This is an optimization exercise on Yosys and OpenROAD, whose aim is small area, not a production implementation. In this exercise RTL edits were held to simulation tests only and were not proved equivalent to the original. Power figures rest on the tool's default switching activity, not on a simulated workload.

==> run K <==
// clutchcamassy
module clutchcamassy(clk, rst, clch_latch, power, cont_angle, clch_angle, rc1, rc2, rc3, rc4, rc5, rc6, rc7, rc8, rc9, rc12, rl1, rl2, rl3, rl10, sccb);
==> flow/config.mk <==
export PLATFORM = sky130hd
export DESIGN_NAME = clutchcamassy
export DESIGN_NICKNAME = clutchcamassy
export VERILOG_FILES = /design/flow/design.v
export SDC_FILE = /design/flow/constraint.sdc
export NUM_CORES = 4
export LEC_CHECK = 0
export ABC_AREA = 1
export CAP_MARGIN = 20
export CORE_MARGIN = 2
export CORE_UTILIZATION = 40
export SLEW_MARGIN = 20
==> flow/constraint.sdc <==
create_clock -name core_clock -period 35.0 [get_ports {clk}]
set_input_delay 7.0000 -clock core_clock [delete_from_list [all_inputs] [get_ports {clk}]]
set_output_delay 7.0000 -clock core_clock [all_outputs]
set_load 0.01 [all_outputs]
standard.sh (not shown) runs the stock make flow with config.mk's settings and CLKGATE_MAP_FILE= SYNTH_SCRIPT=/design/flow/synth_recipe.tcl, a recipe that flattens the netlist after the stock synthesis.
==> flow/flow/run.sh <==
#!/bin/bash
# Own layout flow: the standard flow, with four changes that cut cell area.
#  1. After the standard synthesis, the combinational cells between the flip-flops are re-mapped
#     by Yosys/ABC for area (flow/reopt.tcl tries flow/remap_*.abc and keeps the smallest).
#     Every flip-flop keeps its cell and its name.
#  2. Port buffers are buf_1 (BUFFER_PORTS_ARGS), not the larger cell buffer_ports picks itself.
#  3. The constant-0 outputs share one tie cell (SKIP_REPAIR_TIE_FANOUT) instead of one each.
#  4. Clock tree: clkbuf_2 buffers only, without sink clustering or dummy loads (CTS_ARGS).
# Each tool's full output goes to a log file in this folder.
set -euo pipefail
here=$(pwd)
res=$here/orfs/results/$FLOW_PLATFORM/clutchcamassy/base
YOSYS=${YOSYS_EXE:-$FLOW_HOME/../tools/install/yosys/bin/yosys}
[[ -x $YOSYS ]] || YOSYS=yosys

bash standard.sh synth > log_1_synth.txt 2>&1

cp $res/1_2_yosys.v $here/standard_synth.v
REOPT_IN=$here/standard_synth.v REOPT_OUT=$here/reopt.v REOPT_DIR=$here/flow \
  $YOSYS -c $here/flow/reopt.tcl > log_2_reopt.txt 2>&1
cp $here/reopt.v $res/1_2_yosys.v
touch $res/1_2_yosys.v
rm -f $res/1_synth.odb $res/1_synth.sdc

export SKIP_REPAIR_TIE_FANOUT=1
export BUFFER_PORTS_ARGS="-buffer_cell sky130_fd_sc_hd__buf_1"
export CTS_ARGS="-sink_clustering_enable -sink_clustering_size 12 -sink_clustering_max_diameter 1000 -sink_clustering_levels 1 -repair_clock_nets -buf_list sky130_fd_sc_hd__clkbuf_4 -dont_use_dummy_load"
bash standard.sh > log_3_layout.txt 2>&1
Other scripts of this flow, unchanged in this note and not shown: flow/flow/remap_1.abc, flow/flow/remap_2.abc, flow/flow/remap_3.abc, flow/flow/remap_4.abc, flow/flow/remap_5.abc, flow/flow/remap_6.abc, flow/flow/reopt.tcl
==> inputs of run X, as changes to run K <==
--- a/flow/flow/run.sh
+++ b/flow/flow/run.sh
@@ -24,5 +24,5 @@
 
 export SKIP_REPAIR_TIE_FANOUT=1
 export BUFFER_PORTS_ARGS="-buffer_cell sky130_fd_sc_hd__buf_1"
-export CTS_ARGS="-sink_clustering_enable -sink_clustering_size 12 -sink_clustering_max_diameter 1000 -sink_clustering_levels 1 -repair_clock_nets -buf_list sky130_fd_sc_hd__clkbuf_4 -dont_use_dummy_load"
+export CTS_ARGS="-repair_clock_nets -buf_list sky130_fd_sc_hd__clkbuf_2 -dont_use_dummy_load"
 bash standard.sh > log_3_layout.txt 2>&1
==> results.txt <==
Status -> no timing/DRC/antenna violations
Worst setup margin -> 25.77 ns
Fin area -> 0.00109 mm^2
Leakage power -> 0.359 nW
Clk_skew -> 0.0140 ns
ClkCell Share -> 0.0206
Hold Slack -> 0.526 ns
Part of the power in combinational logic -> 0.161
Clock root cell -> clkbuf_4
Total number of vias -> 1239
Pwr Total -> 0.0000255 W
Internal power -> 0.0000173 W
Fmax -> 108 MHz
DR WL met2 -> 1480 um
Sw frac -> 0.322
Clock power share -> 0.329
The numbers above come from run K.

==> results.txt <==
Clk_skew -> 0.0185 ns
Wire per inst -> 14.3 um
DR WL met2 -> 1500 um
Share of layout cells above drive strength 1 -> 0.0157
Status -> no timing/DRC/antenna violations
Part of the power in combinational logic -> 0.171
Pwr dens -> 22.2 mW/mm^2
Hold Slack -> 0.532 ns
ClkCell Share -> 0.0139
Top cell category -> multi-input combinational cells
Crit Path Class -> flop to primary output
Pwr Total -> 0.0000240 W
Total number of vias -> 1246
Leakage power -> 0.358 nW
Storage cell area -> 220 um^2
Internal power -> 0.0000157 W
Worst setup margin -> 25.75 ns
The numbers above come from run X.

afterwards: timing with drivers on the ports:
The results above use ideal ports. As a check the final layouts listed here were re-extracted and re-timed, cells and wires unchanged.
Step 1 sets driving cells, clkbuf_16 on the clock port and buf_2 on the other inputs (assumed; they add their load-dependent delay and slew).
Step 2 also shifts input and output timing later by t, the mid clock arrival at the registers, as if the neighbouring blocks saw the same clock.
Slacks: ideal / step 1 / step 2; pairs: ideal / step 1.
run	shift t [ns]	setup WS [ns]	worst setup path after step 2	slew at the worst register clock pin (ns)	cell pins on the clock port's net
run K	0.294	25.774 / 25.752 / 26.046	register to output	0.08 / 0.08	1
run X	0.290	25.751 / 25.730 / 26.020	register to output	0.12 / 0.12	1
After both steps setup and hold are still met in every run listed.
